Context: an optimization exercise on an open-source flow, tuned for small area, a short achievable clock period and few clock cycles per item. The choices shown serve that exercise and are no tape-out recipe.
Only simulation tests tie the RTL to the original design; equivalence was not proved.
Power and IR drop assume default switching activity.

<file path="flow/flow/run.sh">
#!/bin/bash
# The standard layout (standard.sh) with: every port buffered by one fixed cell type,
# power recovery (downsizing of non-critical cells) after global routing, and optional
# extra ORFS settings. The flow's full output goes to standard.log in this folder.
export BUFFER_PORTS_ARGS="-buffer_cell sky130_fd_sc_hd__buf_1"
export RECOVER_POWER=0
export CTS_ARGS="-sink_clustering_enable -repair_clock_nets -sink_buffer_max_cap_derate 1.0 -dont_use_dummy_load -buf_list sky130_fd_sc_hd__clkbuf_8 -root_buf sky130_fd_sc_hd__clkbuf_8"
bash standard.sh > standard.log 2>&1
</file>
<file path="flow/design.v">
module sampledec(received,clk,start,ctrl,corrected,decodedOp,nerr,done);
  input [14:0] received; input clk; input start; input ctrl;
  output [7:0] corrected; output [1:0] nerr; output [14:0] decodedOp; output done;
  reg done_q, ctrl_q;
  always @(posedge clk) begin ctrl_q <= ctrl; if (start) done_q <= 1'b1; end
  assign done = done_q;
  reg [14:0] r;
  wire rn0; bmux u_rn0(.s(start),.a(r[0]),.b(received[0]),.y(rn0));
  wire rn1; bmux u_rn1(.s(start),.a(r[1]),.b(received[1]),.y(rn1));
  wire rn2; bmux u_rn2(.s(start),.a(r[2]),.b(received[2]),.y(rn2));
  wire rn3; bmux u_rn3(.s(start),.a(r[3]),.b(received[3]),.y(rn3));
  wire rn4; bmux u_rn4(.s(start),.a(r[4]),.b(received[4]),.y(rn4));
  wire rn5; bmux u_rn5(.s(start),.a(r[5]),.b(received[5]),.y(rn5));
  wire rn6; bmux u_rn6(.s(start),.a(r[6]),.b(received[6]),.y(rn6));
  wire rn7; bmux u_rn7(.s(start),.a(r[7]),.b(received[7]),.y(rn7));
  wire rn8; bmux u_rn8(.s(start),.a(r[8]),.b(received[8]),.y(rn8));
  wire rn9; bmux u_rn9(.s(start),.a(r[9]),.b(received[9]),.y(rn9));
  wire rn10; bmux u_rn10(.s(start),.a(r[10]),.b(received[10]),.y(rn10));
  wire rn11; bmux u_rn11(.s(start),.a(r[11]),.b(received[11]),.y(rn11));
  wire rn12; bmux u_rn12(.s(start),.a(r[12]),.b(received[12]),.y(rn12));
  wire rn13; bmux u_rn13(.s(start),.a(r[13]),.b(received[13]),.y(rn13));
  wire rn14; bmux u_rn14(.s(start),.a(r[14]),.b(received[14]),.y(rn14));
  wire [14:0] rn = {rn14, rn13, rn12, rn11, rn10, rn9, rn8, rn7, rn6, rn5, rn4, rn3, rn2, rn1, rn0};
  wire t_1; bx2 u_t_1(.a(rn[3]),.b(rn[10]),.y(t_1));
  wire t_2; bx2 u_t_2(.a(rn[7]),.b(rn[9]),.y(t_2));
  wire t_3; bx2 u_t_3(.a(t_1),.b(t_2),.y(t_3));
  wire t_4; bx2 u_t_4(.a(rn[2]),.b(rn[13]),.y(t_4));
  wire t_5; bx2 u_t_5(.a(rn[4]),.b(rn[5]),.y(t_5));
  wire t_6; bx2 u_t_6(.a(t_4),.b(t_5),.y(t_6));
  wire x1; bx2 u_x1(.a(t_3),.b(t_6),.y(x1));
  wire t_7; bx2 u_t_7(.a(rn[2]),.b(rn[14]),.y(t_7));
  wire t_8; bx2 u_t_8(.a(rn[9]),.b(rn[11]),.y(t_8));
  wire t_9; bx2 u_t_9(.a(t_7),.b(t_8),.y(t_9));
  wire t_10; bx2 u_t_10(.a(rn[6]),.b(rn[13]),.y(t_10));
  wire t_11; bx2 u_t_11(.a(rn[7]),.b(rn[8]),.y(t_11));
  wire t_12; bx2 u_t_12(.a(t_10),.b(t_11),.y(t_12));
  wire x5; bx2 u_x5(.a(t_9),.b(t_12),.y(x5));
  wire t_13; bx2 u_t_13(.a(rn[0]),.b(rn[13]),.y(t_13));
  wire t_14; bx2 u_t_14(.a(rn[1]),.b(rn[9]),.y(t_14));
  wire t_15; bx2 u_t_15(.a(t_13),.b(t_14),.y(t_15));
  wire t_16; bx2 u_t_16(.a(rn[4]),.b(rn[8]),.y(t_16));
  wire t_17; bx2 u_t_17(.a(rn[10]),.b(rn[11]),.y(t_17));
  wire t_18; bx2 u_t_18(.a(t_16),.b(t_17),.y(t_18));
  wire x7; bx2 u_x7(.a(t_15),.b(t_18),.y(x7));
  wire t_19; bx2 u_t_19(.a(rn[1]),.b(rn[5]),.y(t_19));
  wire t_20; bx2 u_t_20(.a(rn[10]),.b(rn[12]),.y(t_20));
  wire t_21; bx2 u_t_21(.a(t_19),.b(t_20),.y(t_21));
  wire x8; bx2 u_x8(.a(t_21),.b(t_9),.y(x8));
  wire t_22; bx2 u_t_22(.a(t_1),.b(t_5),.y(t_22));
  wire lm6; bx2 u_lm6(.a(t_12),.b(t_22),.y(lm6));
  wire lm7 = t_6;
  wire lm8 = t_18;
  wire t_23; bx2 u_t_23(.a(t_13),.b(t_16),.y(t_23));
  wire lm9; bx2 u_lm9(.a(t_21),.b(t_23),.y(lm9));
  wire t_24; bx2 u_t_24(.a(t_19),.b(t_11),.y(t_24));
  wire lm10 = t_24;
  wire x2; bx2 u_x2(.a(x1),.b(x5),.y(x2));
  wire x14; bx2 u_x14(.a(x1),.b(x7),.y(x14));
  wire x10; bx2 u_x10(.a(x1),.b(x8),.y(x10));
  wire x13; bx2 u_x13(.a(x5),.b(x7),.y(x13));
  wire x4; bx2 u_x4(.a(x5),.b(x8),.y(x4));
  wire x11; bx2 u_x11(.a(x7),.b(x8),.y(x11));
  wire s1z = ~(x1 | x5 | x7 | x8);
  wire s3z = ~(lm6 | lm7 | lm8 | lm9);
  wire zz = s1z & s3z;
  wire cn0 = ~(x5 | x10);
  wire cn1 = ~(x1 | x11);
  wire cn2 = ~(x2 | x7);
  wire cn3 = ~(x8 | x13);
  wire cn4 = ~(x4 | x14);
  wire sz0 = (x1 | zz);
  wire sz1 = (x4 | zz);
  wire sz2 = (x2 | zz);
  wire t_25; bxn2 u_t_25(.a(lm6),.b(cn0),.y(t_25));
  wire t_26; bx2 u_t_26(.a(lm7),.b(cn1),.y(t_26));
  wire t_27; bx2 u_t_27(.a(lm8),.b(cn2),.y(t_27));
  wire t_28; bxn2 u_t_28(.a(lm9),.b(cn3),.y(t_28));
  wire t_29; bx2 u_t_29(.a(lm10),.b(cn4),.y(t_29));
  reg [10:0] sq;
  always @(posedge clk) begin r <= rn; sq <= {t_29, t_28, t_27, t_26, t_25, x11, x7, x14, sz2, sz1, sz0}; end
  wire fn0; bxn2 u_fn0(.a(sq[2]),.b(sq[6]),.y(fn0));
  wire fn1; bx2 u_fn1(.a(sq[5]),.b(sq[7]),.y(fn1));
  wire fn2; bx2 u_fn2(.a(sq[4]),.b(sq[8]),.y(fn2));
  wire fn3; bxn2 u_fn3(.a(sq[5]),.b(sq[9]),.y(fn3));
  wire fn4; bx2 u_fn4(.a(sq[3]),.b(sq[10]),.y(fn4));
  wire fn5; bxn2 u_fn5(.a(sq[1]),.b(sq[6]),.y(fn5));
  wire fn7; bx2 u_fn7(.a(sq[2]),.b(sq[8]),.y(fn7));
  wire fn8; bxn2 u_fn8(.a(sq[1]),.b(sq[9]),.y(fn8));
  wire fn10; bxn2 u_fn10(.a(sq[0]),.b(sq[6]),.y(fn10));
  wire fn11; bx2 u_fn11(.a(sq[0]),.b(sq[7]),.y(fn11));
  wire fn13; bxn2 u_fn13(.a(sq[4]),.b(sq[9]),.y(fn13));
  wire fn14; bx2 u_fn14(.a(sq[1]),.b(sq[10]),.y(fn14));
  wire nfl0; bnand4 u_nfl0(.a(fn8),.b(fn4),.c(fn2),.d(fn1),.y(nfl0));
  wire nfl1; bnand4 u_nfl1(.a(sq[10]),.b(fn5),.c(fn3),.d(fn2),.y(nfl1));
  wire nfl2; bnand4 u_nfl2(.a(fn10),.b(sq[7]),.c(fn4),.d(fn3),.y(nfl2));
  wire nfl3; bnand4 u_nfl3(.a(fn11),.b(fn7),.c(fn5),.d(fn4),.y(nfl3));
  wire nfl4; bnand4 u_nfl4(.a(sq[8]),.b(fn8),.c(sq[7]),.d(fn5),.y(nfl4));
  wire nfl5; bnand4 u_nfl5(.a(fn13),.b(sq[10]),.c(fn7),.d(sq[7]),.y(nfl5));
  wire nfl6; bnand4 u_nfl6(.a(fn14),.b(fn10),.c(fn8),.d(fn7),.y(nfl6));
  wire nfl7; bnand4 u_nfl7(.a(fn0),.b(fn11),.c(sq[10]),.d(fn8),.y(nfl7));
  wire nfl8; bnand4 u_nfl8(.a(fn1),.b(sq[8]),.c(fn10),.d(sq[10]),.y(nfl8));
  wire nfl9; bnand4 u_nfl9(.a(fn2),.b(fn13),.c(fn11),.d(fn10),.y(nfl9));
  wire nfl10; bnand4 u_nfl10(.a(fn3),.b(fn14),.c(sq[8]),.d(fn11),.y(nfl10));
  wire nfl11; bnand4 u_nfl11(.a(fn4),.b(fn0),.c(fn13),.d(sq[8]),.y(nfl11));
  wire nfl12; bnand4 u_nfl12(.a(fn5),.b(fn1),.c(fn14),.d(fn13),.y(nfl12));
  wire nfl13; bnand4 u_nfl13(.a(sq[7]),.b(fn2),.c(fn0),.d(fn14),.y(nfl13));
  wire nfl14; bnand4 u_nfl14(.a(fn7),.b(fn3),.c(fn1),.d(fn0),.y(nfl14));
  wire d0; bxn2 u_d0(.a(r[0]),.b(nfl0),.y(d0));
  wire d1; bxn2 u_d1(.a(r[1]),.b(nfl1),.y(d1));
  wire d2; bxn2 u_d2(.a(r[2]),.b(nfl2),.y(d2));
  wire d3; bxn2 u_d3(.a(r[3]),.b(nfl3),.y(d3));
  wire d4; bxn2 u_d4(.a(r[4]),.b(nfl4),.y(d4));
  wire d5; bxn2 u_d5(.a(r[5]),.b(nfl5),.y(d5));
  wire d6; bxn2 u_d6(.a(r[6]),.b(nfl6),.y(d6));
  wire d7; bxn2 u_d7(.a(r[7]),.b(nfl7),.y(d7));
  wire d8; bxn2 u_d8(.a(r[8]),.b(nfl8),.y(d8));
  wire d9; bxn2 u_d9(.a(r[9]),.b(nfl9),.y(d9));
  wire d10; bxn2 u_d10(.a(r[10]),.b(nfl10),.y(d10));
  wire d11; bxn2 u_d11(.a(r[11]),.b(nfl11),.y(d11));
  wire d12; bxn2 u_d12(.a(r[12]),.b(nfl12),.y(d12));
  wire d13; bxn2 u_d13(.a(r[13]),.b(nfl13),.y(d13));
  wire d14; bxn2 u_d14(.a(r[14]),.b(nfl14),.y(d14));
  assign decodedOp = {d14, d13, d12, d11, d10, d9, d8, d7, d6, d5, d4, d3, d2, d1, d0};
  wire t_30; bx2 u_t_30(.a(sq[4]),.b(sq[5]),.y(t_30));
  wire ty0; bx2 u_ty0(.a(t_30),.b(sq[6]),.y(ty0));
  wire t_31; bx2 u_t_31(.a(sq[0]),.b(sq[5]),.y(t_31));
  wire ty1; bxn2 u_ty1(.a(t_31),.b(sq[7]),.y(ty1));
  wire t_32; bx2 u_t_32(.a(sq[2]),.b(sq[4]),.y(t_32));
  wire ty2; bxn2 u_ty2(.a(t_32),.b(sq[8]),.y(ty2));
  wire t_33; bx2 u_t_33(.a(sq[0]),.b(sq[2]),.y(t_33));
  wire ty3; bx2 u_ty3(.a(t_33),.b(sq[9]),.y(ty3));
  wire n0; bnor4 u_n0(.a(ty0),.b(ty1),.c(ty2),.d(ty3),.y(n0));
  wire n1; bn1 u_n1(.nf({nfl14, nfl13, nfl12, nfl11, nfl10, nfl9, nfl8, nfl7, nfl6, nfl5, nfl4, nfl3, nfl2, nfl1, nfl0}),.n0(n0),.y(n1));
  assign nerr = {n1, n0};
  wire con0; bmuxi u_con0(.s(ctrl_q),.a(d0),.b(d7),.y(con0)); wire co0 = ~con0;
  wire con1; bmuxi u_con1(.s(ctrl_q),.a(d1),.b(d8),.y(con1)); wire co1 = ~con1;
  wire con2; bmuxi u_con2(.s(ctrl_q),.a(d2),.b(d9),.y(con2)); wire co2 = ~con2;
  wire con3; bmuxi u_con3(.s(ctrl_q),.a(d3),.b(d10),.y(con3)); wire co3 = ~con3;
  wire con4; bmuxi u_con4(.s(ctrl_q),.a(d4),.b(d11),.y(con4)); wire co4 = ~con4;
  wire con5; bmuxi u_con5(.s(ctrl_q),.a(d5),.b(d12),.y(con5)); wire co5 = ~con5;
  wire con6; bmuxi u_con6(.s(ctrl_q),.a(d6),.b(d13),.y(con6)); wire co6 = ~con6;
  assign corrected = {decodedOp[14] & ctrl_q, co6, co5, co4, co3, co2, co1, co0};
endmodule
module bx2(input a, input b, output y); assign y = a ^ b; endmodule
module bnor4(input a, input b, input c, input d, output y); assign y = ~(a|b|c|d); endmodule
module bmux(input s, input a, input b, output y); assign y = s ? b : a; endmodule
module bmuxi(input s, input a, input b, output y); assign y = ~(s ? b : a); endmodule
module bn1(input [14:0] nf, input n0, output y); assign y = ~(&nf) & ~n0; endmodule
module bxn2(input a, input b, output y); assign y = ~(a ^ b); endmodule
module bnand4(input a, input b, input c, input d, output y); assign y = ~(a&b&c&d); endmodule
</file>
<file path="flow/constraint.sdc">
create_clock -name core_clock -period 7.0 [get_ports {clk}]
set_input_delay 1.4000 -clock core_clock [delete_from_list [all_inputs] [get_ports {clk}]]
set_output_delay 1.4000 -clock core_clock [all_outputs]
set_load 0.01 [all_outputs]
</file>
<file path="flow/standard.sh">
#!/bin/bash
# synth_recipe.tcl (not shown) runs the flow's synth.tcl, then flattens the netlist and writes it again
# the make line also repeats each setting of config.mk as NAME=value (left out here)
make -C /OpenROAD-flow-scripts/flow DESIGN_CONFIG=/design/flow/config.mk WORK_HOME=/design/flow/orfs CLKGATE_MAP_FILE= SYNTH_SCRIPT=/design/flow/synth_recipe.tcl "${@:-finish}"
</file>
<file path="flow/config.mk">
export PLATFORM = sky130hd
export DESIGN_NAME = sampledec
export DESIGN_NICKNAME = sampledec
export VERILOG_FILES = /design/flow/design.v
export SDC_FILE = /design/flow/constraint.sdc
export NUM_CORES = 4
export LEC_CHECK = 0
export CAP_MARGIN = 20
export CORE_MARGIN = 2
export CORE_UTILIZATION = 40
export SLEW_MARGIN = 20
export SYNTH_HIERARCHICAL = 1
</file>
==> results.txt, run 1 <==
Post-Synth XOR/XNOR Area 34.5%; Slew Limit Fails 0; Initial Util 41.1%; WHS Path Cells 1; CTS tree done; Area Growth Syn to Fin 4.09%; H-tree depth 1; Hold Startpoint r[14]; layout cells sized above 1 9.00%; global route overflow 0; CTS Buf Count 3; most frequent cell after synthesis xor2_1; Post-synth EDFFs 0; final WL 3740 um; hold buffers post-CTS 0; largest family of logic cells by synthesized area XOR/XNOR gates; final setup vio count 0; Cell Pwr Density 534 mW/mm^2; hold path endpoint r[14]; P_leak 0.837 nW; FF-to-FF Start r[5]; crit-path most repeated cell xor2_1; clk sinks 27; post-synth cell types 16; Synth warnings 7; initial DRC count 78; Crit path largest cell delay 0.78 ns; GRT Total Usage 14.2%; DR vias/cell 4.88; clk_skew 0.00259 ns; max-cap viol count 0; first-pass GRT wire length 5840 um; Syn Std Cell Area 0.00193 mm^2; clock buffer depth 2; Post-DRT Antenna Nets 0; post-CTS resize count 0; detailed-route via count 1293; Site Rows 25; Core ar. 0.00469 mm^2; cells after synthesis 191; Worst Path Max Fanout 15; Least-Margin Pin Slew 1.08 ns; fin nets 231; ANT cells 0; startpoint types input pin; Final Cycle Share 57.1%; clock latency on the worst-skew pair 0.27 ns; worst vdd ir 0.182 mV; Root Driver clkbuf_8; fmax 0.250 GHz; post-synthesis sequential area ratio 28.1%; Post-Syn Nets 209; # DRC 0; Yosys top cell by area dfxtp_1; Setup crit end kind flip-flop; worst r2r path cells 7; final design area excluding fillers 0.00201 mm^2; Clock Pin Slew Worst Setup and Hold Paths 0.09 ns; leading post-synthesis cells by cell area dfxtp_1 (28%), xor2_1 (23%), mux2_4 (12%), xnor2_1 (11%), buf_4 (9.7%); Pre-Repair DR Iteration Count 5; RSZ-0062 raised after global routing false; r2r setup slk 4.63 ns; placed cell areas 0.00196 mm^2; die height 73.4 um; initial antenna violation count 0; worst path cell trace buf_1, mux2_4, xor2_1, xor2_1, xor2_1, xor2_1, nor2_1, xor2_1; max_slew headroom 28.2%; setup TNS 0 ns; CP top delay family XOR/XNOR gates; Post-Synth Adder-Cell Area 0%; setup repair bufs after CTS 0; worst min path class reg -> reg; outcome complete, no violations; WP data arrival 4.15 ns; wire length per cell 14.1 um; Chip Width 73.4 um; Seq cells post-synth 27; Synth Area in Compound Gates 1.75%; Slowest-stage cell, CP buf_1; Avg Inst Size Synth 10.1 um^2; IO buf count 42; Synth top cells by count xor2_1 (51), dfxtp_1 (27), buf_4 (25), xnor2_1 (25), nand4_1 (18); Req. time, crit path 7.15 ns; WP buf/inv 1; top-area cell type share of the netlist area 28.1%; Post-DP HPWL 3110 um; ys async rst share 0%; final hold vios 0; multiplexer share of the synthesized area 15.3%; RePlAce Congestion 0.956; # IOs 44; RR Endpoint sq[8]; critical path type in -> reg; Final min period 4.00 ns; CP Launch Point start; DIE AREA 0.00539 mm^2; Synth Area in Simple Gates 8.83%; vias in the first global route 1270; Top FF cell, synth dfxtp_1; largest net degree at the start of global routing 16
-- sequential cells by signal (all words and copies together), names as in the netlist --
name / flops
sq: 11
ctrl_q: 1
r: 15
-- modules after synthesis, one instance, submodules excluded --
module     cells inside  copies in the design  flops+latches  area [um^2]
bxn2                  1                    25              0         8.76
bn1                   6                     1              0         38.8
bnor4                 1                     1              0         12.5
bx2                   1                    51              0         8.76
bmuxi                 1                     7              0         10.0
sampledec            71                     1             27          821
bmux                  1                    15              0         15.0
bnand4                1                    15              0         6.26
-- cell usage in the layout, fill, tap and decap left out --
master    count
xnor2_1      25
nor2_1        5
o21bai_1      3
inv_1         8
clkbuf_8      3
conb_1        1
xor2_1       51
mux2_4       15
and2_1        1
nand4_1      18
nor4_2        1
buf_1        42
nand3_1       1
dfxtp_1      27
mux2i_1       7
or4_1         2
o41a_1        1
-- area by class of cell --
type,count,area [um^2]
fill,490,2690
multi-input combinational,131,1170
sequential,27,541
timing repair buffer,42,158
tap,54,67.6
clock buffer,3,41.3
inverter,8,30.0
-- kinds of logic (layout without fill, tap and decap cells) --
kind of cell	Yosys count	after routing
multiplexers	22	22
XOR/XNOR	76	76
AO/OA/AOI/OAI	4	4
AND/OR/NAND/NOR	28	28
other	1	1
buffers and inverters	33	53
flip-flops	27	27
-- report_power, final --
| group | switching, mW | internal [mW] |
|---|---|---|
| logic | 0.416 | 0.297 |
| registers | 0.0692 | 0.205 |
| clock network | 0.0452 | 0.0386 |
| total | 0.530 | 0.541 |
-- worst max path at each step --
stage,cells past startpoint,to,slack [ns]
after floorplan,7,sq[8],3.84
after global placement,8,sq[8],2.67
after detailed placement,8,sq[8],2.70
after CTS,8,sq[8],2.99
after global routing,8,sq[8],2.78
final,8,sq[8],3.00
-- worst register-to-register path, stage by stage (launching register included) --
cell and delay, ns:
dfxtp_1 0.36, mux2_4 0.30, xor2_1 0.26, xor2_1 0.33
xor2_1 0.52, xor2_1 0.22, nor2_1 0.08, xor2_1 0.18
-- stage by stage --
step	hold slack, ns	power, mW	setup slack [ns]	util, %	cells
after floorplan	0.500	0.943	3.84	-	191
after global placement	0.539	0.988	2.67	41.9	262
after detailed placement	0.533	0.986	2.70	41.9	262
after CTS	0.556	1.07	2.99	42.7	265
after global routing	0.571	1.16	2.78	42.7	265
final	0.550	1.07	3.00	42.7	265
-- layer usage --
layer / global-route usage, % / up-vias / routed length, um
met5: 0 / - / 0
met4: 5.45 / 0 / 41
met3: 1.78 / 6 / 188
met2: 22.1 / 47 / 1680
met1: 20.1 / 583 / 1830
li1: - / 657 / -
Testbench counts, summed over its fixed seeds: cycles 4,000, items 4,000.
==> run 2, diff against run 1 <==
--- a/flow/flow/run.sh
+++ b/flow/flow/run.sh
@@ -4,5 +4,5 @@
 # extra ORFS settings. The flow's full output goes to standard.log in this folder.
 export BUFFER_PORTS_ARGS="-buffer_cell sky130_fd_sc_hd__buf_1"
-export RECOVER_POWER=0
+export RECOVER_POWER=100
 export CTS_ARGS="-sink_clustering_enable -repair_clock_nets -sink_buffer_max_cap_derate 1.0 -dont_use_dummy_load -buf_list sky130_fd_sc_hd__clkbuf_8 -root_buf sky130_fd_sc_hd__clkbuf_8"
 bash standard.sh > standard.log 2>&1
==> run 2 against run 1 <==
Effect of this change:
- via count is 0.54% higher
- wire length decreased by 0.45%
- still clean on timing, DRC and antenna
- highest routed layer unchanged
- largest power group unchanged
- global-route usage unchanged
==> results.txt, run 2 <==
Chip Width 73.4 um; Site Rows 25; post-CTS resize count 0; Slew Limit Fails 0; Slowest-stage cell, CP clkbuf_1; # DRC 0; startpoint types input pin; routing usage on met1 20.1%; wire length per cell 14.1 um; Post-Syn Nets 209; post-synthesis sequential area ratio 28.1%; Synth warnings 7; final design area excluding fillers 0.00195 mm^2; RSZ-0062 raised after global routing false; DIE AREA 0.00539 mm^2; Post-DRT Antenna Nets 0; fin nets 231; post-synth cell types 16; final hold vios 0; placed cell areas 0.00196 mm^2; GRT Total Usage 14.2%; Total Power 1.05 mW; worst min path class reg -> reg; hold buffers post-CTS 0; worst vdd ir 0.182 mV; ANT cells 0; FF-to-FF Start r[5]; layer with the highest usage met2; biggest registers after layout r (15), sq (11), ctrl_q (1); first-pass GRT wire length 5840 um; ys async rst share 0%; crit-path most repeated cell xor2_1; Yosys top cell by area dfxtp_1; max-cap viol count 0; Avg Inst Size Synth 10.1 um^2; IO buf count 42; Area Growth Syn to Fin 1.04%; largest net degree at the start of global routing 16; die height 73.4 um; Syn Std Cell Area 0.00193 mm^2; clk sinks 27; DR vias/cell 4.91; WHS Path Cells 1; Cell Pwr Density 541 mW/mm^2; final WL 3720 um; commonest non-fill, non-tap cell in the layout xor2_1; H-tree depth 1; RePlAce Congestion 0.956; Least-Margin Pin Slew 0.788 ns; layout cells sized above 1 1.90%; P_leak 0.778 nW; setup TNS 0 ns; worst r2r path cells 7; top-area cell type share of the netlist area 28.1%; critical path type in -> reg; fmax 0.259 GHz; Root Driver clkbuf_8; Post-synth EDFFs 0; post-route setup slack 3.14 ns; Reg with most FFs r; Hold Startpoint r[14]; Final min period 3.86 ns; Pre-Repair DR Iteration Count 5; outcome complete, no violations; clock buffer depth 2; RR Endpoint sq[8]; Layout fillers 500; Worst Path Max Fanout 15; clk_skew 0.00259 ns; Clock Pin Slew Worst Setup and Hold Paths 0.08 ns; worst path cell trace clkbuf_1, mux2_1, xor2_1, xor2_1, xor2_1, xor2_1, nor2_1, xor2_1; Synth top cells by count xor2_1 (51), dfxtp_1 (27), buf_4 (25), xnor2_1 (25), nand4_1 (18); setup repair bufs after CTS 0; Crit path largest cell delay 0.58 ns; pre-CTS setup slack 2.70 ns; met2 Use GR 22.1%; max_slew headroom 47.5%; CTS tree done; most frequent cell after synthesis xor2_1; # IOs 44; initial antenna violation count 0; hold path endpoint r[14]; detailed-route via count 1300; cells after synthesis 191; Seq cells post-synth 27; clock latency on the worst-skew pair 0.27 ns; WP data arrival 4.01 ns; r2r setup slk 4.59 ns; commonest cells after routing, fill and taps aside xor2_1 (51), buf_1 (41), dfxtp_1 (27), xnor2_1 (25), nand4_1 (18); Req. time, crit path 7.15 ns; global route overflow 0; CTS Buf Count 3; initial DRC count 73; leading post-synthesis cells by cell area dfxtp_1 (28%), xor2_1 (23%), mux2_4 (12%), xnor2_1 (11%), buf_4 (9.7%); Final Cycle Share 55.2%; Core ar. 0.00469 mm^2; Setup crit end kind flip-flop; vias in the first global route 1270; final setup vio count 0; Post-DP HPWL 3110 um; Initial Util 41.1%; max reg flops 15; Top FF cell, synth dfxtp_1; met3 Use GR 1.78%
-- run 2: cell counts after synthesis --
No cell type changed its count.
-- run 2: metrics by stage --
step / hold slack, ns / utilization [%] / cells
floorplan: 0.500 / - / 191
global placement: 0.539 / 41.9 / 262
detailed placement: 0.533 / 41.9 / 262
CTS: 0.556 / 42.7 / 265
global route: 0.586 / 41.5 / 265
finish: 0.560 / 41.5 / 265
-- run 2: layer usage --
metal	up-vias	wire, um
met1	586	1820
li1	661	-
met5	-	0
met3	4	210
met2	49	1660
met4	0	37
-- run 2: final cells by class --
type,instances,area [um^2],area share [%]
Multi-Input combinational cell,131,1110,57.0
Sequential cell,27,541,27.8
Timing Repair Buffer,42,158,8.10
Tap cell,54,67.6,3.47
Clock buffer,3,41.3,2.12
Inverter,8,30.0,1.54
-- run 2: how the worst max path moves through the flow --
stage / cells after the start / start / endpoint
floorplan: 7 / start / sq[8]
global placement: 8 / start / sq[8]
detailed placement: 8 / start / sq[8]
CTS: 8 / start / sq[8]
global route: 8 / start / sq[8]
finish: 8 / start / sq[8]
-- run 2: where the power goes --
part / total [mW] / switching, mW / leakage [nW] / internal (mW)
combinational: 0.696 / 0.409 / 0.528 / 0.288
sequential: 0.274 / 0.0688 / 0.228 / 0.205
clock: 0.0829 / 0.0443 / 0.0216 / 0.0385
total: 1.05 / 0.522 / 0.778 / 0.532
-- run 2: critical path: cells and delay by family --
family,cells,cell delay [ns]
XOR/XNOR,5,1.51
buffers and inverters,1,0.58
multiplexers,1,0.44
AND/OR/NAND/NOR,1,0.08
-- run 2: Yosys stat by module, one instance, submodules excluded --
| module | area (um^2) | flip-flops and latches | copies in the design |
|---|---|---|---|
| bnor4 | 12.5 | 0 | 1 |
| bnand4 | 6.26 | 0 | 15 |
| bmux | 15.0 | 0 | 15 |
| sampledec | 821 | 27 | 1 |
| bx2 | 8.76 | 0 | 51 |
| bn1 | 38.8 | 0 | 1 |
| bxn2 | 8.76 | 0 | 25 |
| bmuxi | 10.0 | 0 | 7 |
-- run 2: cell families after synthesis --
kind of cell	count (synthesis)	share of synthesized area [%]
AOI/OAI and AO/OA	4	1.75
xor gates and xnor gates	76	34.5
buffers and inverters	33	11.3
DFF	27	28.1
muxes	22	15.3
other	1	0.195
and+or+nand+nor	28	8.83
==> run 3, diff against run 2 <==
==> flow/flow/run.sh (replaced) <==
#!/bin/bash
# The standard layout (standard.sh) with: every port buffered by one fixed cell type,
# the start port's buffer upsized after placement resizing (flow/upsize_start.tcl),
# and a clock tree built from clkbuf_8. The flow's full output goes to standard.log here.
export BUFFER_PORTS_ARGS="-buffer_cell sky130_fd_sc_hd__buf_1"
export RECOVER_POWER=0
export START_BUF_CELL=${START_BUF_CELL:-sky130_fd_sc_hd__buf_8}
export POST_RESIZE_TCL="$(pwd)/flow/upsize_start.tcl"
export CTS_ARGS="-sink_clustering_enable -repair_clock_nets -sink_buffer_max_cap_derate 1.0 -dont_use_dummy_load -buf_list sky130_fd_sc_hd__clkbuf_8 -root_buf sky130_fd_sc_hd__clkbuf_8"
bash standard.sh > standard.log 2>&1
==> flow/flow/upsize_start.tcl (new file) <==
# Upsize the input buffer on the start port: start selects the hold multiplexer
# of every stored bit, so its buffer drives a fanout of about 15.
set cell [lindex $::env(START_BUF_CELL) 0]
foreach pin [get_pins -of_objects [get_nets -of_objects [get_ports start]]] {
  if { [get_property $pin direction] == "input" } {
    set inst [get_cells -of_objects $pin]
    puts "upsize_start: [get_full_name $inst] -> $cell"
    replace_cell $inst $cell
  }
}
==> run 3 against run 2 <==
Effect of this change:
- the flow now stops in placement repair
- synthesized cell count unchanged
- area after synthesis unchanged
==> results.txt, run 3 <==
Initial Util 41.1%; RePlAce Congestion 0.956; top-area cell type share of the netlist area 28.1%; post-synth cell types 16; Chip Width 73.4 um; Avg Inst Size Synth 10.1 um^2; Post-Syn Nets 209; die height 73.4 um; post-synthesis sequential area ratio 28.1%; ys async rst share 0%; Synth top cells by count xor2_1 (51), dfxtp_1 (27), buf_4 (25), xnor2_1 (25), nand4_1 (18); Tool Error [ERROR STA-0100] unsupported object type Port.; cells after synthesis 191; Seq cells post-synth 27; leading post-synthesis cells by cell area dfxtp_1 (28%), xor2_1 (23%), mux2_4 (12%), xnor2_1 (11%), buf_4 (9.7%); IO buf count 42; Synth warnings 7; Yosys top cell by area dfxtp_1; Site Rows 25; Syn Std Cell Area 0.00193 mm^2; failing step placement repair; most frequent cell after synthesis xor2_1; outcome aborted with a tool error; Top FF cell, synth dfxtp_1; Post-synth EDFFs 0; # IOs 44
[run 3: cell counts after synthesis]
No cell type changed its count.
[run 3: cell families after synthesis]
logic type / Yosys count / share of synthesized area (%)
other cells: 1 / 0.195
simple gates: 28 / 8.83
compound gates: 4 / 1.75
flops: 27 / 28.1
buf+inv: 33 / 11.3
mux: 22 / 15.3
xor+xnor: 76 / 34.5
[run 3: worst min-delay path by stage]
stage	end	slack, ns	depth (start not counted)
after global placement	r[14]	0.54	1
after floorplan	r[0]	0.50	1
[run 3: per-module statistics from Yosys, one instance, submodules excluded]
| module | times used | cell area (um^2) |
|---|---|---|
| sampledec | 1 | 821 |
| bn1 | 1 | 38.8 |
| bmux | 15 | 15.0 |
| bnor4 | 1 | 12.5 |
| bmuxi | 7 | 10.0 |
| bx2 | 51 | 8.76 |
| bxn2 | 25 | 8.76 |
| bnand4 | 15 | 6.26 |
[run 3: power groups by stage]
| stage | Combinational [mW] | Sequential (mW) | Clock, mW |
|---|---|---|---|
| after floorplan | 0.683 | 0.260 | 0 |
| after global placement | 0.709 | 0.279 | 0 |
[run 3: metrics by stage]
step | worst slack, ns | power [mW] | area, um^2 | hold WS (ns) | instances
after global placement | 2.67 | 0.988 | 1960 | 0.539 | 262
after floorplan | 3.84 | 0.943 | 1930 | 0.500 | 191
==> run 4, diff against run 3 <==
--- a/flow/flow/run.sh
+++ b/flow/flow/run.sh
@@ -5,5 +5,5 @@
 export BUFFER_PORTS_ARGS="-buffer_cell sky130_fd_sc_hd__buf_1"
 export RECOVER_POWER=0
-export START_BUF_CELL=${START_BUF_CELL:-sky130_fd_sc_hd__buf_8}
+export START_BUF_CELL=${START_BUF_CELL:-sky130_fd_sc_hd__buf_4}
 export POST_RESIZE_TCL="$(pwd)/flow/upsize_start.tcl"
 export CTS_ARGS="-sink_clustering_enable -repair_clock_nets -sink_buffer_max_cap_derate 1.0 -dont_use_dummy_load -buf_list sky130_fd_sc_hd__clkbuf_8 -root_buf sky130_fd_sc_hd__clkbuf_8"
==> run 4 against run 3 <==
Effect of this change:
- the run again fails in placement repair
- synthesized cell count unchanged
- area after synthesis did not move
==> results.txt, run 4 <==
outcome aborted with a tool error; failing step placement repair; Tool Error [ERROR STA-0100] unsupported object type Port.; Synth warnings 7; post-synthesis sequential area ratio 28.1%; Yosys top cell by area dfxtp_1; Seq cells post-synth 27; Syn Std Cell Area 0.00193 mm^2; Avg Inst Size Synth 10.1 um^2; Chip Width 73.4 um; Site Rows 25; top-area cell type share of the netlist area 28.1%; leading post-synthesis cells by cell area dfxtp_1 (28%), xor2_1 (23%), mux2_4 (12%), xnor2_1 (11%), buf_4 (9.7%); RePlAce Congestion 0.956; post-synth cell types 16; most frequent cell after synthesis xor2_1; ys async rst share 0%; Post-Syn Nets 209; Top FF cell, synth dfxtp_1; Initial Util 41.1%; die height 73.4 um; Post-synth EDFFs 0; cells after synthesis 191; IO buf count 42; # IOs 44; Synth top cells by count xor2_1 (51), dfxtp_1 (27), buf_4 (25), xnor2_1 (25), nand4_1 (18)
[run 4: cell counts after synthesis]
Identical to the previous run, type by type.
[run 4: power by group through the flow]
| stage | sequential (mW) | combinational (mW) | clock (mW) |
|---|---|---|---|
| global placement | 0.279 | 0.709 | 0 |
| floorplan | 0.260 | 0.683 | 0 |
[run 4: how the worst min path moves through the flow]
| stage | start | to | cells after the start |
|---|---|---|---|
| after floorplan | r[0] | r[0] | 1 |
| after global placement | r[14] | r[14] | 1 |
[run 4: per-module statistics from Yosys (local to each module, per instance), excerpt]
| module | flops+latches | copies in the design | cells | cell area (um^2) |
|---|---|---|---|---|
| bn1 | 0 | 1 | 6 | 38.8 |
| bmuxi | 0 | 7 | 1 | 10.0 |
| bmux | 0 | 15 | 1 | 15.0 |
| bxn2 | 0 | 25 | 1 | 8.76 |
| bx2 | 0 | 51 | 1 | 8.76 |
| sampledec | 27 | 1 | 71 | 821 |
[run 4: stage by stage]
stage             power [mW]  area [um^2]  instances  setup slack, ns
floorplan              0.943         1930        191             3.84
global placement       0.988         1960        262             2.67
[run 4: cells by family after synthesis]
kind of cell	share of synthesized area (%)
xor+xnor	34.5
buf+inv	11.3
simple gates	8.83
flops	28.1
mux	15.3
compound gates	1.75
other cells	0.195
==> run 5, diff against run 4 <==
--- a/flow/flow/upsize_start.tcl
+++ b/flow/flow/upsize_start.tcl
@@ -2,5 +2,5 @@
 # of every stored bit, so its buffer drives a fanout of about 15.
 set cell [lindex $::env(START_BUF_CELL) 0]
-foreach pin [get_pins -of_objects [get_nets -of_objects [get_ports start]]] {
+foreach pin [get_pins -of_objects [get_nets start]] {
   if { [get_property $pin direction] == "input" } {
     set inst [get_cells -of_objects $pin]
==> run 5 against run 4 <==
Effect of this change:
- now clean on timing, DRC and antenna
- synthesized cell count unchanged
- area after synthesis unchanged
==> results.txt, run 5 <==
outcome complete, no violations; Slowest-stage cell, CP xor2_1; startpoint types input pin; max_slew headroom 64.0%; GRT Total Usage 14.2%; RSZ-0062 raised after global routing false; clock buffer depth 2; Top FF cell, synth dfxtp_1; IO buf count 42; DR vias/cell 4.89; layer with the highest usage met2; biggest registers after layout r (15), sq (11), ctrl_q (1); layout cells sized above 1 9.48%; max reg flops 15; leading post-synthesis cells by cell area dfxtp_1 (28%), xor2_1 (23%), mux2_4 (12%), xnor2_1 (11%), buf_4 (9.7%); wire length per cell 14.1 um; cells after synthesis 191; initial antenna violation count 0; Setup crit end kind flip-flop; FF-to-FF Start r[5]; met2 Use GR 21.9%; Site Rows 25; Post-synth EDFFs 0; Yosys top cell by area dfxtp_1; clock latency on the worst-skew pair 0.26 ns; die height 73.4 um; final design area excluding fillers 0.00201 mm^2; final hold vios 0; Area Growth Syn to Fin 4.29%; top-area cell type share of the netlist area 28.1%; first-pass GRT wire length 5840 um; CP endpoint sq[8]; post-synth cell types 16; worst vdd ir 0.188 mV; final WL 3730 um; fin nets 231; fmax 0.290 GHz; Crit path largest cell delay 0.49 ns; worst path cell trace buf_4, mux2_4, xor2_1, xor2_1, xor2_1, xor2_1, nor2_1, xor2_1; Total Power 1.07 mW; CP Launch Point start; r2r setup slk 4.63 ns; worst min path class reg -> reg; Synth warnings 7; Cell Pwr Density 530 mW/mm^2; detailed-route via count 1297; global route overflow 0; Final Cycle Share 49.3%; Layout fillers 473; critical path type in -> reg; worst r2r path cells 7; Post-DRT Antenna Nets 0; vias in the first global route 1250; commonest cells after routing, fill and taps aside xor2_1 (51), buf_1 (41), dfxtp_1 (27), xnor2_1 (25), nand4_1 (18); ANT cells 0; RR Endpoint sq[8]; Finished Layout Cells 265; final core utilization 42.8%; Synth top cells by count xor2_1 (51), dfxtp_1 (27), buf_4 (25), xnor2_1 (25), nand4_1 (18); Least-Margin Pin Slew 0.537 ns; CTS Buf Count 3; most frequent cell after synthesis xor2_1; max-cap viol count 0; commonest non-fill, non-tap cell in the layout xor2_1; clk sinks 27; Core ar. 0.00469 mm^2; WP data arrival 3.59 ns; Req. time, crit path 7.14 ns; Chip Width 73.4 um; Clock Pin Slew Worst Setup and Hold Paths 0.08 ns; met3 Use GR 1.78%; Final min period 3.45 ns; # DRC 0; Pre-Repair DR Iteration Count 4; Post-DP HPWL 3150 um; DP Cell Count 262; Root Driver clkbuf_8; hold buffers post-CTS 0; routing usage on met1 20.6%; # IOs 44; DIE AREA 0.00539 mm^2; final setup vio count 0; Slew Limit Fails 0; Worst Path Max Fanout 15; Avg Inst Size Synth 10.1 um^2; setup TNS 0 ns; placed cell areas 0.00197 mm^2; CTS tree done; post-synthesis sequential area ratio 28.1%; H-tree depth 1; initial DRC count 97; crit-path most repeated cell xor2_1; Reg with most FFs r; pre-CTS setup slack 3.25 ns; Initial Util 41.1%; Seq cells post-synth 27; Syn Std Cell Area 0.00193 mm^2; Hold WS 0.557 ns; ys async rst share 0%; post-CTS resize count 0; largest net degree at the start of global routing 16; RePlAce Congestion 0.956; Post-Syn Nets 209; P_leak 0.841 nW; setup repair bufs after CTS 0; clk_skew 0.00172 ns; post-route setup slack 3.55 ns
## run 5: cell counts after synthesis
No cell type changed its count.
## run 5: worst max-delay path, delay by kind of cell
family	cells	cell delay (ns)
muxes	1	0.35
xor gates and xnor gates	5	1.50
and+or+nand+nor	1	0.08
buffers and inverters	1	0.25
## run 5: how the worst min path moves through the flow
stage | start | endpoint | slack (ns) | cells past startpoint
floorplan | r[0] | r[0] | 0.50 | 1
global placement | r[14] | r[14] | 0.54 | 1
detailed placement | r[14] | r[14] | 0.53 | 1
CTS | r[14] | r[14] | 0.56 | 1
global route | r[14] | r[14] | 0.57 | 1
finish | r[14] | r[14] | 0.56 | 1
## run 5: cell families (layout without fill, tap and decap cells)
group           after synthesis  in the layout  synth area share (%)
mux                          22             22                  15.3
xor+xnor                     76             76                  34.5
buf+inv                      33             53                  11.3
compound gates                4              4                  1.75
flops                        27             27                  28.1
simple gates                 28             28                  8.83
other cells                   1              1                 0.195
## run 5: cell type report
type | count | area, um^2 | share of cell area (%)
clock buffers | 3 | 41.3 | 2.05
inverters | 8 | 30.0 | 1.49
multi-input cells | 131 | 1170 | 58.2
flip-flops and latches | 27 | 541 | 26.9
well taps | 54 | 67.6 | 3.36
repair buffers | 42 | 161 | 8.03
## run 5: modules after synthesis, one instance, submodules excluded
module     cell area [um^2]  times used
bn1                    38.8           1
bxn2                   8.76          25
sampledec               821           1
bmux                   15.0          15
bnor4                  12.5           1
bx2                    8.76          51
bmuxi                  10.0           7
bnand4                 6.26          15
## run 5: report_power, final
part | switching [mW] | total [mW] | leakage, nW | internal, mW
clock network | 0.0442 | 0.0827 | 0.0216 | 0.0385
registers | 0.0700 | 0.275 | 0.228 | 0.205
logic | 0.411 | 0.708 | 0.591 | 0.297
total | 0.525 | 1.07 | 0.841 | 0.541
## run 5: metal layers
metal / wire length (um) / share of wire [%] / up-vias
li1: - / - / 658
met3: 188 / 5.0 / 8
met2: 1620 / 43 / 46
met5: 0 / 0 / -
met4: 65 / 1.7 / 0
met1: 1850 / 50 / 585
==> run 6, diff against run 5 <==
--- a/flow/flow/run.sh
+++ b/flow/flow/run.sh
@@ -5,5 +5,5 @@
 export BUFFER_PORTS_ARGS="-buffer_cell sky130_fd_sc_hd__buf_1"
 export RECOVER_POWER=0
-export START_BUF_CELL=${START_BUF_CELL:-sky130_fd_sc_hd__buf_4}
+export START_BUF_CELL=${START_BUF_CELL:-sky130_fd_sc_hd__buf_8}
 export POST_RESIZE_TCL="$(pwd)/flow/upsize_start.tcl"
 export CTS_ARGS="-sink_clustering_enable -repair_clock_nets -sink_buffer_max_cap_derate 1.0 -dont_use_dummy_load -buf_list sky130_fd_sc_hd__clkbuf_8 -root_buf sky130_fd_sc_hd__clkbuf_8"
==> run 6 against run 5 <==
Effect of this change:
- cell count is the same
- highest routed layer unchanged
- critical endpoint unchanged
- via count shrank 0.15%
- utilization grew 0.16 points
- final area grew 0.37%
- critical path depth is the same
- maximum frequency grew 3.1%
- sequential cell count is the same
- power is essentially flat
==> results.txt, run 6 <==
outcome complete, no violations; Avg Inst Size Synth 10.1 um^2; final setup vio count 0; CTS tree done; Post-synth EDFFs 0; wire length per cell 13.9 um; post-CTS resize count 0; Hold Startpoint r[14]; H-tree depth 1; Initial Util 41.1%; Clock Pin Slew Worst Setup and Hold Paths 0.08 ns; Req. time, crit path 7.14 ns; critical path type in -> reg; max-cap viol count 0; Syn Std Cell Area 0.00193 mm^2; startpoint types input pin; commonest cells after routing, fill and taps aside xor2_1 (51), buf_1 (41), dfxtp_1 (27), xnor2_1 (25), nand4_1 (18); detailed-route via count 1295; FF-to-FF Start r[5]; initial antenna violation count 0; Root Driver clkbuf_8; worst min path class reg -> reg; commonest non-fill, non-tap cell in the layout xor2_1; WP data arrival 3.48 ns; final core utilization 43.0%; P_leak 0.843 nW; post-synthesis sequential area ratio 28.1%; DR vias/cell 4.89; max_slew headroom 62.9%; # IOs 44; max reg flops 15; WHS Path Cells 1; Worst Path Max Fanout 15; cells after synthesis 191; DP Cell Count 262; most frequent cell after synthesis xor2_1; Core ar. 0.00469 mm^2; top-area cell type share of the netlist area 28.1%; Reg with most FFs r; RePlAce Congestion 0.956; Final min period 3.35 ns; GRT Total Usage 14.2%; Post-DRT Antenna Nets 0; fin nets 231; Least-Margin Pin Slew 0.554 ns; clk sinks 27; ANT cells 0; Cell Pwr Density 529 mW/mm^2; CP top delay family XOR/XNOR gates; crit-path most repeated cell xor2_1; RR Endpoint sq[8]; Crit path largest cell delay 0.50 ns; # DRC 0; Top FF cell, synth dfxtp_1; WP buf/inv 1; Synth warnings 7; Yosys top cell by area dfxtp_1; final design area excluding fillers 0.00202 mm^2; Post-DP HPWL 3130 um; largest net degree at the start of global routing 16; worst path cell trace buf_8, mux2_4, xor2_1, xor2_1, xor2_1, xor2_1, nor2_1, xor2_1; setup repair bufs after CTS 0; Post-Syn Nets 209; vias in the first global route 1231; leading post-synthesis cells by cell area dfxtp_1 (28%), xor2_1 (23%), mux2_4 (12%), xnor2_1 (11%), buf_4 (9.7%); hold buffers post-CTS 0; first-pass GRT wire length 5840 um; fmax 0.299 GHz; post-synth cell types 16; biggest registers after layout r (15), sq (11), ctrl_q (1); Slew Limit Fails 0; IO buf count 42; Total Power 1.07 mW; final hold vios 0; clock latency on the worst-skew pair 0.26 ns; ys async rst share 0%; setup TNS 0 ns; CTS Buf Count 3; clock buffer depth 2; hold path endpoint r[14]; DIE AREA 0.00539 mm^2; die height 73.4 um; placed cell areas 0.00198 mm^2; Site Rows 25; global route overflow 0; Chip Width 73.4 um; worst r2r path cells 7; r2r setup slk 4.63 ns; layout cells sized above 1 9.48%; Synth top cells by count xor2_1 (51), dfxtp_1 (27), buf_4 (25), xnor2_1 (25), nand4_1 (18); RSZ-0062 raised after global routing false; Slowest-stage cell, CP xor2_1; worst vdd ir 0.170 mV; Pre-Repair DR Iteration Count 4; Area Growth Syn to Fin 4.68%; final WL 3690 um; Finished Layout Cells 265; initial DRC count 63; Final Cycle Share 47.8%; Seq cells post-synth 27; clk_skew 0.00448 ns; Setup crit end kind flip-flop
## run 6: how the worst max path moves through the flow
stage,cells after the start,slack (ns),endpoint,from
final,8,3.65,sq[8],start
after global routing,8,3.50,sq[8],start
after CTS,8,3.65,sq[8],start
after detailed placement,8,3.35,sq[8],start
after global placement,8,2.67,sq[8],start
after floorplan,7,3.84,sq[8],start
## run 6: cell type report
cell class	count	area, um^2
flip-flops and latches	27	541
fillers	475	2680
repair buffers	42	169
clock buffers	3	41.3
well taps	54	67.6
multi-input cells	131	1170
inverters	8	30.0
## run 6: modules after synthesis, one instance, submodules excluded
module,cells,flip-flops and latches
bmuxi,1,0
bx2,1,0
sampledec,71,27
bnor4,1,0
bn1,6,0
bmux,1,0
bnand4,1,0
bxn2,1,0
## run 6: cells by family after synthesis
logic type | Yosys count | share of synthesized area [%]
mux | 22 | 15.3
simple gates | 28 | 8.83
other cells | 1 | 0.195
flops | 27 | 28.1
buf+inv | 33 | 11.3
compound gates | 4 | 1.75
xor+xnor | 76 | 34.5
## run 6: power breakdown
part	internal [mW]	switching, mW	total (mW)
Clock	0.0385	0.0428	0.0813
Combinational	0.297	0.412	0.710
Sequential	0.205	0.0698	0.275
Total	0.541	0.525	1.07
## run 6: per-layer routing
metal / global-route usage, % / share of wire, %
met1: 20.5 / 50
met2: 21.8 / 44
met3: 2.19 / 4.6
met4: 4.44 / 1.2
met5: 0 / 0
## run 6: per-stage QoR
step,hold slack [ns],worst slack [ns]
after floorplan,0.500,3.84
after global placement,0.539,2.67
after detailed placement,0.532,3.35
after CTS,0.556,3.65
after global routing,0.570,3.50
final,0.556,3.65
==> run 7, diff against run 6 <==
--- a/flow/flow/run.sh
+++ b/flow/flow/run.sh
@@ -2,7 +2,8 @@
 # The standard layout (standard.sh) with: every port buffered by one fixed cell type,
 # the start port's buffer upsized after placement resizing (flow/upsize_start.tcl),
+# power recovery (downsizing of non-critical cells) after global routing,
 # and a clock tree built from clkbuf_8. The flow's full output goes to standard.log here.
 export BUFFER_PORTS_ARGS="-buffer_cell sky130_fd_sc_hd__buf_1"
-export RECOVER_POWER=0
+export RECOVER_POWER=100
 export START_BUF_CELL=${START_BUF_CELL:-sky130_fd_sc_hd__buf_8}
 export POST_RESIZE_TCL="$(pwd)/flow/upsize_start.tcl"
--- a/flow/flow/upsize_start.tcl
+++ b/flow/flow/upsize_start.tcl
@@ -7,4 +7,7 @@
     puts "upsize_start: [get_full_name $inst] -> $cell"
     replace_cell $inst $cell
+    set_dont_touch $inst
   }
 }
+# connect the new cell's supply pins like every other cell's
+global_connect
==> run 7 against run 6 <==
Effect of this change:
- clock power grew 0.5%
- hold slack gained 0.011 ns
- utilization shrank 1.3 points
- area after synthesis is the same
- sequential power is essentially flat
- critical endpoint unchanged
- non-clock buffer count is the same
- critical path depth is the same
- clock-buffer cell count is the same
- first-iteration DRC count is the same
- power shrank 1.6%
- global-route usage is the same
- sequential cell count is the same
==> results.txt, run 7 <==
outcome complete, no violations; post-synthesis sequential area ratio 28.1%; multiplexer share of the synthesized area 15.3%; Logic pwr share 66.1%; GRT Total Usage 14.2%; commonest non-fill, non-tap cell in the layout xor2_1; clk_skew 0.00420 ns; sequential fraction of design power 26.2%; Pre-Repair DR Iteration Count 4; max reg flops 15; vias in the first global route 1231; worst vdd ir 0.169 mV; Syn Std Cell Area 0.00193 mm^2; Hold WS 0.567 ns; Seq cells post-synth 27; # DRC 0; Synth Area in Simple Gates 8.83%; Synth warnings 7; Synth Area in Compound Gates 1.75%; Reg with most FFs r; startpoint types input pin; fin nets 231; setup TNS 0 ns; IO buf count 42; Post-synth EDFFs 0; die height 73.4 um; worst path cell trace buf_8, mux2_1, xor2_1, xor2_1, xor2_1, xor2_1, nor2_1, xor2_1; final core utilization 41.7%; biggest registers after layout r (15), sq (11), ctrl_q (1); clk sinks 27; max-cap viol count 0; wire length per cell 13.9 um; routing usage on met1 20.5%; RSZ-0062 raised after global routing false; clock share of power 7.8%; H-tree depth 1; crit-path most repeated cell xor2_1; clock buffer depth 2; hold buffers post-CTS 0; post-route setup slack 3.62 ns; Least-Margin Pin Slew 0.554 ns; final hold vios 0; Final min period 3.38 ns; layer with the highest usage met2; Chip Width 73.4 um; Final Cycle Share 48.3%; met3 Use GR 2.19%; worst min path class reg -> reg; Sw Pwr 517 uW; Site Rows 25; Slowest-stage cell, CP xor2_1; Post-DP HPWL 3130 um; first-pass GRT wire length 5840 um; largest family of logic cells by synthesized area XOR/XNOR gates; initial DRC count 63; max_slew headroom 62.9%; largest net degree at the start of global routing 16; Post-DRT Antenna Nets 0; Post-Synth Adder-Cell Area 0%; CTS Buf Count 3; final WL 3690 um; critical path type in -> reg; Layout fillers 490; WP data arrival 3.52 ns; ys async rst share 0%; fmax 0.296 GHz; CTS tree done; Clock Pin Slew Worst Setup and Hold Paths 0.09 ns; CP top delay family XOR/XNOR gates; Core ar. 0.00469 mm^2; leading post-synthesis cells by cell area dfxtp_1 (28%), xor2_1 (23%), mux2_4 (12%), xnor2_1 (11%), buf_4 (9.7%); met2 Use GR 21.8%; P_leak 0.780 nW; RePlAce Congestion 0.956; global route overflow 0; post-synth cell types 16; setup repair bufs after CTS 0; Root Driver clkbuf_8; Avg Inst Size Synth 10.1 um^2; placed cell areas 0.00198 mm^2; DIE AREA 0.00539 mm^2; Worst Path Max Fanout 15; top-area cell type share of the netlist area 28.1%; Area Growth Syn to Fin 1.43%; Post-Synth XOR/XNOR Area 34.5%; pre-CTS setup slack 3.35 ns; Setup crit end kind flip-flop; cells after synthesis 191; Crit path largest cell delay 0.50 ns; most frequent cell after synthesis xor2_1; final setup vio count 0; commonest cells after routing, fill and taps aside xor2_1 (51), buf_1 (41), dfxtp_1 (27), xnor2_1 (25), nand4_1 (18); Post-Syn Nets 209; final design area excluding fillers 0.00195 mm^2; post-CTS resize count 0; Top FF cell, synth dfxtp_1; initial antenna violation count 0; Slew Limit Fails 0; Yosys top cell by area dfxtp_1; Req. time, crit path 7.14 ns; Cell Pwr Density 537 mW/mm^2; DR vias/cell 4.88; ANT cells 0; layout cells sized above 1 1.90%; WP buf/inv 1; Initial Util 41.1%; internal power 531 uW; # IOs 44; detailed-route via count 1292; clock latency on the worst-skew pair 0.26 ns; Sw Ratio 49.3%; Synth top cells by count xor2_1 (51), dfxtp_1 (27), buf_4 (25), xnor2_1 (25), nand4_1 (18)
[run 7: cell families after synthesis]
family,Yosys count
mux,22
other cells,1
buf+inv,33
xor+xnor,76
flops,27
compound gates,4
simple gates,28
[run 7: worst reg2reg max path: stages (launching register included)]
cell and delay [ns]:
dfxtp_1 0.35, mux2_1 0.34, xor2_1 0.27, xor2_1 0.33, xor2_1 0.50, xor2_1 0.22, nor2_1 0.08, xor2_1 0.19
[run 7: power groups by stage]
| stage | Combinational [mW] | Clock, mW | Sequential, mW |
|---|---|---|---|
| 2_1_floorplan | 0.683 | 0 | 0.260 |
| 3_3_place_gp | 0.709 | 0 | 0.279 |
| 3_5_place_dp | 0.708 | 0 | 0.279 |
| 4_1_cts | 0.710 | 0.0842 | 0.274 |
| 5_1_grt | 0.771 | 0.0902 | 0.282 |
| 6_report | 0.693 | 0.0817 | 0.274 |
[run 7: final timing paths]
| check | cells past startpoint | slack, ns | end | start |
|---|---|---|---|---|
| worst max-delay path | 8 | 3.62 | sq[8] | start |
| worst min-delay path | 1 | 0.57 | r[14] | r[14] |
| worst max register to register | 7 | 4.59 | sq[8] | r[5] |
| worst min register to register | 1 | 0.57 | r[14] | r[14] |
[run 7: layout make-up]
type                    count  area, um^2  area share (%)
well taps                  54        67.6            3.46
multi-input cells         131        1110            56.6
repair buffers             42         169            8.64
inverters                   8        30.0            1.54
clock buffers               3        41.3            2.11
flip-flops and latches     27         541            27.7
[run 7: stage by stage]
| stage | cells | total power [mW] |
|---|---|---|
| floorplan | 191 | 0.943 |
| global placement | 262 | 0.988 |
| detailed placement | 262 | 0.986 |
| CTS | 265 | 1.07 |
| global route | 265 | 1.14 |
| finish | 265 | 1.05 |
[run 7: routing by layer]
| metal | vias to the layer above | routed length (um) |
|---|---|---|
| li1 | 659 | - |
| met1 | 579 | 1860 |
| met2 | 46 | 1620 |
| met3 | 8 | 164 |
| met4 | 0 | 44 |
| met5 | - | 0 |
[run 7: Yosys stat by module (local to each module, per instance), a selection]
module | area (um^2) | cells | flip-flops and latches | copies in the design
bn1 | 38.8 | 6 | 0 | 1
bmux | 15.0 | 1 | 0 | 15
sampledec | 821 | 71 | 27 | 1
bnand4 | 6.26 | 1 | 0 | 15
bx2 | 8.76 | 1 | 0 | 51
bmuxi | 10.0 | 1 | 0 | 7
==> run 8, diff against run 7 <==
--- a/flow/flow/run.sh
+++ b/flow/flow/run.sh
@@ -6,5 +6,5 @@
 export BUFFER_PORTS_ARGS="-buffer_cell sky130_fd_sc_hd__buf_1"
 export RECOVER_POWER=100
-export START_BUF_CELL=${START_BUF_CELL:-sky130_fd_sc_hd__buf_8}
+export START_BUF_CELL=${START_BUF_CELL:-sky130_fd_sc_hd__buf_4}
 export POST_RESIZE_TCL="$(pwd)/flow/upsize_start.tcl"
 export CTS_ARGS="-sink_clustering_enable -repair_clock_nets -sink_buffer_max_cap_derate 1.0 -dont_use_dummy_load -buf_list sky130_fd_sc_hd__clkbuf_8 -root_buf sky130_fd_sc_hd__clkbuf_8"
--- a/flow/flow/upsize_start.tcl
+++ b/flow/flow/upsize_start.tcl
@@ -10,4 +10,2 @@
   }
 }
-# connect the new cell's supply pins like every other cell's
-global_connect
==> run 8 against run 7 <==
Effect of this change:
- clock power is 2% higher
- global-route usage down 0.053 points
- register-to-register slack got worse by 0.02 ns
- non-clock buffer count did not move
- first-iteration DRC count is the same
- sequential share of layout area up 0.11 points
- area after synthesis is the same
- clock skew is essentially flat
- sequential cell count unchanged
- cell count is the same
- synthesized cell count is the same
- final area fell by 0.38%
- critical path type unchanged
- largest power group unchanged
==> results.txt, run 8 <==
Final Cycle Share 49.3%; global route overflow 0; Synth warnings 7; Root Driver clkbuf_8; clock buffer depth 2; Chip Width 73.4 um; Finished Layout Cells 265; worst min path class reg -> reg; Post-DRT Antenna Nets 0; initial DRC count 63; Worst Path Max Fanout 15; Least-Margin Pin Slew 0.544 ns; final WL 3720 um; Yosys top cell by area dfxtp_1; register area 541 um^2; Initial Util 41.1%; WP data arrival 3.59 ns; H-tree depth 1; Post-Syn Nets 209; ANT cells 0; hold buffers post-CTS 0; biggest registers after layout r (15), sq (11), ctrl_q (1); clock latency on the worst-skew pair 0.27 ns; Syn Std Cell Area 0.00193 mm^2; final design area excluding fillers 0.00195 mm^2; detailed-route via count 1306; DR vias/cell 4.93; clk sinks 27; DP Cell Count 262; ys async rst share 0%; max reg flops 15; clock share of power 8.0%; Sw Pwr 519 uW; Sw Ratio 49.4%; Setup crit end kind flip-flop; multi-input logic area 0.00111 mm^2; # IOs 44; Synth Area in Simple Gates 8.83%; cells after synthesis 191; Avg Inst Size Synth 10.1 um^2; layout cells sized above 1 1.90%; met2 Use GR 21.9%; max-cap viol count 0; setup TNS 0 ns; Post-synth EDFFs 0; P_leak 0.777 nW; critical path type in -> reg; Seq cells post-synth 27; CTS Buf Count 3; Top FF cell, synth dfxtp_1; Logic pwr share 65.9%; leading post-synthesis cells by cell area dfxtp_1 (28%), xor2_1 (23%), mux2_4 (12%), xnor2_1 (11%), buf_4 (9.7%); post-synth cell types 16; outcome complete, no violations; clk_skew 0.00397 ns; Slew Limit Fails 0; setup repair bufs after CTS 0; # DRC 0; post-CTS resize count 0; Post-DP HPWL 3150 um; final core utilization 41.5%; Clock Pin Slew Worst Setup and Hold Paths 0.09 ns; wire length per cell 14.0 um; top-area cell type share of the netlist area 28.1%; RSZ-0062 raised after global routing false; Cell Pwr Density 539 mW/mm^2; DIE AREA 0.00539 mm^2; internal power 531 uW; Area Growth Syn to Fin 1.04%; post-synthesis sequential area ratio 28.1%; RePlAce Congestion 0.956; vias in the first global route 1250; die height 73.4 um; final hold vios 0; largest family of logic cells by synthesized area XOR/XNOR gates; met3 Use GR 1.78%; Post-Synth Adder-Cell Area 0%; Final min period 3.45 ns; startpoint types input pin; layer with the highest usage met2; final setup vio count 0; sequential fraction of design power 26.1%; largest net degree at the start of global routing 16; most frequent cell after synthesis xor2_1; multiplexer share of the synthesized area 15.3%; Layout fillers 485; Reg with most FFs r; IO buf count 42; Synth top cells by count xor2_1 (51), dfxtp_1 (27), buf_4 (25), xnor2_1 (25), nand4_1 (18); Synth Area in Compound Gates 1.75%; routing usage on met1 20.6%; commonest non-fill, non-tap cell in the layout xor2_1; Req. time, crit path 7.14 ns; initial antenna violation count 0; worst vdd ir 0.188 mV; commonest cells after routing, fill and taps aside xor2_1 (51), buf_1 (41), dfxtp_1 (27), xnor2_1 (25), nand4_1 (18); Pre-Repair DR Iteration Count 4; Post-Synth XOR/XNOR Area 34.5%; placed cell areas 0.00197 mm^2; first-pass GRT wire length 5840 um; GRT Total Usage 14.2%; CTS tree done; Core ar. 0.00469 mm^2; fin nets 231; Total Power 1.05 mW; max_slew headroom 63.6%; fmax 0.290 GHz; Site Rows 25
[run 8: area by class of cell]
type                       count  area share, %
multi-input combinational    131           56.8
sequential                    27           27.8
timing repair buffer          42           8.29
tap                           54           3.47
clock buffer                   3           2.12
inverter                       8           1.54
[run 8: cell families after synthesis]
family	count (synthesis)
flops	27
simple gates	28
compound gates	4
buf+inv	33
xor+xnor	76
mux	22
other cells	1
[run 8: final timing paths]
kind | start | end | slack (ns) | cells past startpoint
setup / recovery | start | sq[8] | 3.55 | 8
hold / removal | r[14] | r[14] | 0.56 | 1
setup reg to reg | r[5] | sq[8] | 4.57 | 7
hold reg to reg | r[14] | r[14] | 0.56 | 1
[run 8: per-module statistics from Yosys, one instance, submodules excluded, excerpt]
| module | flip-flops and latches | cell area [um^2] |
|---|---|---|
| bx2 | 0 | 8.76 |
| bn1 | 0 | 38.8 |
| bmux | 0 | 15.0 |
| bmuxi | 0 | 10.0 |
| bxn2 | 0 | 8.76 |
| bnor4 | 0 | 12.5 |
| sampledec | 27 | 821 |
[run 8: power by group through the flow]
stage	Combinational (mW)	Sequential [mW]	Clock, mW
2_1_floorplan	0.683	0.260	0
3_3_place_gp	0.709	0.279	0
3_5_place_dp	0.707	0.279	0
4_1_cts	0.710	0.275	0.0851
5_1_grt	0.772	0.282	0.0923
6_report	0.692	0.274	0.0835
[run 8: metal layers]
metal  vias to the layer above  part of all wire, %
li1                        658                    -
met1                       585                   49
met2                        51                   43
met3                        12                  5.4
met4                         0                  2.1
met5                         -                    0
[run 8: through the flow]
stage	worst slack (ns)	hold slack (ns)
2_1_floorplan	3.84	0.500
3_3_place_gp	2.67	0.539
3_5_place_dp	3.25	0.532
4_1_cts	3.53	0.556
5_1_grt	3.36	0.586
6_report	3.55	0.556
[run 8: critical path: stages]
cell and delay, ns:
buf_4 0.20, mux2_1 0.40, xor2_1 0.27, xor2_1 0.34, xor2_1 0.50, xor2_1 0.22, nor2_1 0.08, xor2_1 0.19
==> run 9, diff against run 8 <==
--- a/flow/flow/run.sh
+++ b/flow/flow/run.sh
@@ -6,5 +6,5 @@
 export BUFFER_PORTS_ARGS="-buffer_cell sky130_fd_sc_hd__buf_1"
 export RECOVER_POWER=100
-export START_BUF_CELL=${START_BUF_CELL:-sky130_fd_sc_hd__buf_4}
+export START_BUF_CELL=${START_BUF_CELL:-sky130_fd_sc_hd__buf_8}
 export POST_RESIZE_TCL="$(pwd)/flow/upsize_start.tcl"
 export CTS_ARGS="-sink_clustering_enable -repair_clock_nets -sink_buffer_max_cap_derate 1.0 -dont_use_dummy_load -buf_list sky130_fd_sc_hd__clkbuf_8 -root_buf sky130_fd_sc_hd__clkbuf_8"
--- a/flow/flow/upsize_start.tcl
+++ b/flow/flow/upsize_start.tcl
@@ -10,2 +10,8 @@
   }
 }
+# connect the new cell's supply pins as the platform's pdn.tcl connects every cell's
+add_global_connection -net {VDD} -inst_pattern {.*} -pin_pattern {VPWR}
+add_global_connection -net {VDD} -inst_pattern {.*} -pin_pattern {VPB}
+add_global_connection -net {VSS} -inst_pattern {.*} -pin_pattern {VGND}
+add_global_connection -net {VSS} -inst_pattern {.*} -pin_pattern {VNB}
+global_connect
==> run 9 against run 8 <==
Effect of this change:
- clock-buffer cell count did not move
- wire length down 0.78%
- register-to-register slack improved by 0.02 ns
- clock power down 2%
- first-iteration DRC count stayed put
- sequential cell count unchanged
- cell count unchanged
- combinational power about the same
- critical path depth did not move
- final area is 0.39% higher
- critical path type unchanged
==> results.txt, run 9 <==
Req. time, crit path 7.14 ns; leading post-synthesis cells by cell area dfxtp_1 (28%), xor2_1 (23%), mux2_4 (12%), xnor2_1 (11%), buf_4 (9.7%); H-tree depth 1; DIE AREA 0.00539 mm^2; max_slew headroom 62.9%; Core ar. 0.00469 mm^2; Top FF cell, synth dfxtp_1; max-cap viol count 0; final setup vio count 0; worst path cell trace buf_8, mux2_1, xor2_1, xor2_1, xor2_1, xor2_1, nor2_1, xor2_1; final hold vios 0; CP top delay family XOR/XNOR gates; Post-synth EDFFs 0; Worst Path Max Fanout 15; layout cells sized above 1 1.90%; startpoint types input pin; Sw Pwr 517 uW; setup TNS 0 ns; hold buffers post-CTS 0; Least-Margin Pin Slew 0.554 ns; Post-Syn Nets 209; internal power 531 uW; WP data arrival 3.52 ns; Final Cycle Share 48.3%; wire length per cell 13.9 um; sequential fraction of design power 26.2%; max reg flops 15; fmax 0.296 GHz; ANT cells 0; final WL 3690 um; clock buffer depth 2; Synth top cells by count xor2_1 (51), dfxtp_1 (27), buf_4 (25), xnor2_1 (25), nand4_1 (18); clk sinks 27; Sw Ratio 49.3%; CTS tree done; r2r setup slk 4.59 ns; RSZ-0062 raised after global routing false; CP endpoint sq[8]; initial antenna violation count 0; met2 Use GR 21.8%; total stage count of the critical path 8; Area Growth Syn to Fin 1.43%; clock share of power 7.8%; outcome complete, no violations; Clock Pin Slew Worst Setup and Hold Paths 0.09 ns; Cell Pwr Density 537 mW/mm^2; ys async rst share 0%; Post-DRT Antenna Nets 0; post-CTS resize count 0
-- run 9: cell count changes in the layout (fill, tap and decap cells not counted) --
cell	before	now
buf_4	1	0
buf_8	0	1
-- run 9: worst min-delay path by stage --
stage / from / to / slack (ns) / depth (start not counted)
2_1_floorplan: r[0] / r[0] / 0.50 / 1
3_3_place_gp: r[14] / r[14] / 0.54 / 1
3_5_place_dp: r[14] / r[14] / 0.53 / 1
4_1_cts: r[14] / r[14] / 0.56 / 1
5_1_grt: r[14] / r[14] / 0.58 / 1
6_report: r[14] / r[14] / 0.57 / 1
-- run 9: cell families after synthesis --
group / count (synthesis) / synth area share, %
xor gates and xnor gates: 76 / 34.5
buffers and inverters: 33 / 11.3
and+or+nand+nor: 28 / 8.83
DFF: 27 / 28.1
muxes: 22 / 15.3
AOI/OAI and AO/OA: 4 / 1.75
other: 1 / 0.195
-- run 9: layout make-up --
class | instances | area [um^2]
fillers | 490 | 2740
multi-input cells | 131 | 1110
flip-flops and latches | 27 | 541
repair buffers | 42 | 169
well taps | 54 | 67.6
clock buffers | 3 | 41.3
inverters | 8 | 30.0
-- run 9: worst reg2reg max path, cell delays in order, from the launching register on --
cell     delay, ns
dfxtp_1       0.35
mux2_1        0.34
xor2_1        0.27
xor2_1        0.33
xor2_1        0.50
xor2_1        0.22
nor2_1        0.08
xor2_1        0.19
-- run 9: per-module statistics from Yosys, one instance, submodules excluded --
module / flops+latches / cells / cell area [um^2]
sampledec: 27 / 71 / 821
bn1: 0 / 6 / 38.8
bmux: 0 / 1 / 15.0
bnor4: 0 / 1 / 12.5
bmuxi: 0 / 1 / 10.0
bx2: 0 / 1 / 8.76
bxn2: 0 / 1 / 8.76
bnand4: 0 / 1 / 6.26
-- run 9: stage by stage --
stage | setup slack, ns | instance area [um^2] | utilization [%] | hold slack, ns | total power, mW
after CTS | 3.65 | 2020 | 43.0 | 0.556 | 1.07
after global routing | 3.44 | 1950 | 41.7 | 0.585 | 1.14
after floorplan | 3.84 | 1930 | - | 0.500 | 0.943
after detailed placement | 3.35 | 1980 | 42.1 | 0.532 | 0.986
final | 3.62 | 1950 | 41.7 | 0.567 | 1.05
after global placement | 2.67 | 1960 | 41.9 | 0.539 | 0.988
-- run 9: routing by layer --
metal | vias up | routed length [um]
li1 | 659 | -
met1 | 579 | 1860
met2 | 46 | 1620
met3 | 8 | 164
met4 | 0 | 44
met5 | - | 0
-- run 9: power by group through the flow --
stage | Combinational [mW] | Clock (mW) | Sequential [mW]
after floorplan | 0.683 | 0 | 0.260
after global placement | 0.709 | 0 | 0.279
after detailed placement | 0.708 | 0 | 0.279
after CTS | 0.710 | 0.0842 | 0.274
after global routing | 0.771 | 0.0902 | 0.282
final | 0.693 | 0.0817 | 0.274

Setup slack of run 9, layout unchanged: 3.618 ns with ideal ports, 3.595 ns with driving cells assumed (clock clkbuf_16, inputs buf_2), 3.307 ns with port delays also shifted by the 0.287 ns mid clock arrival.
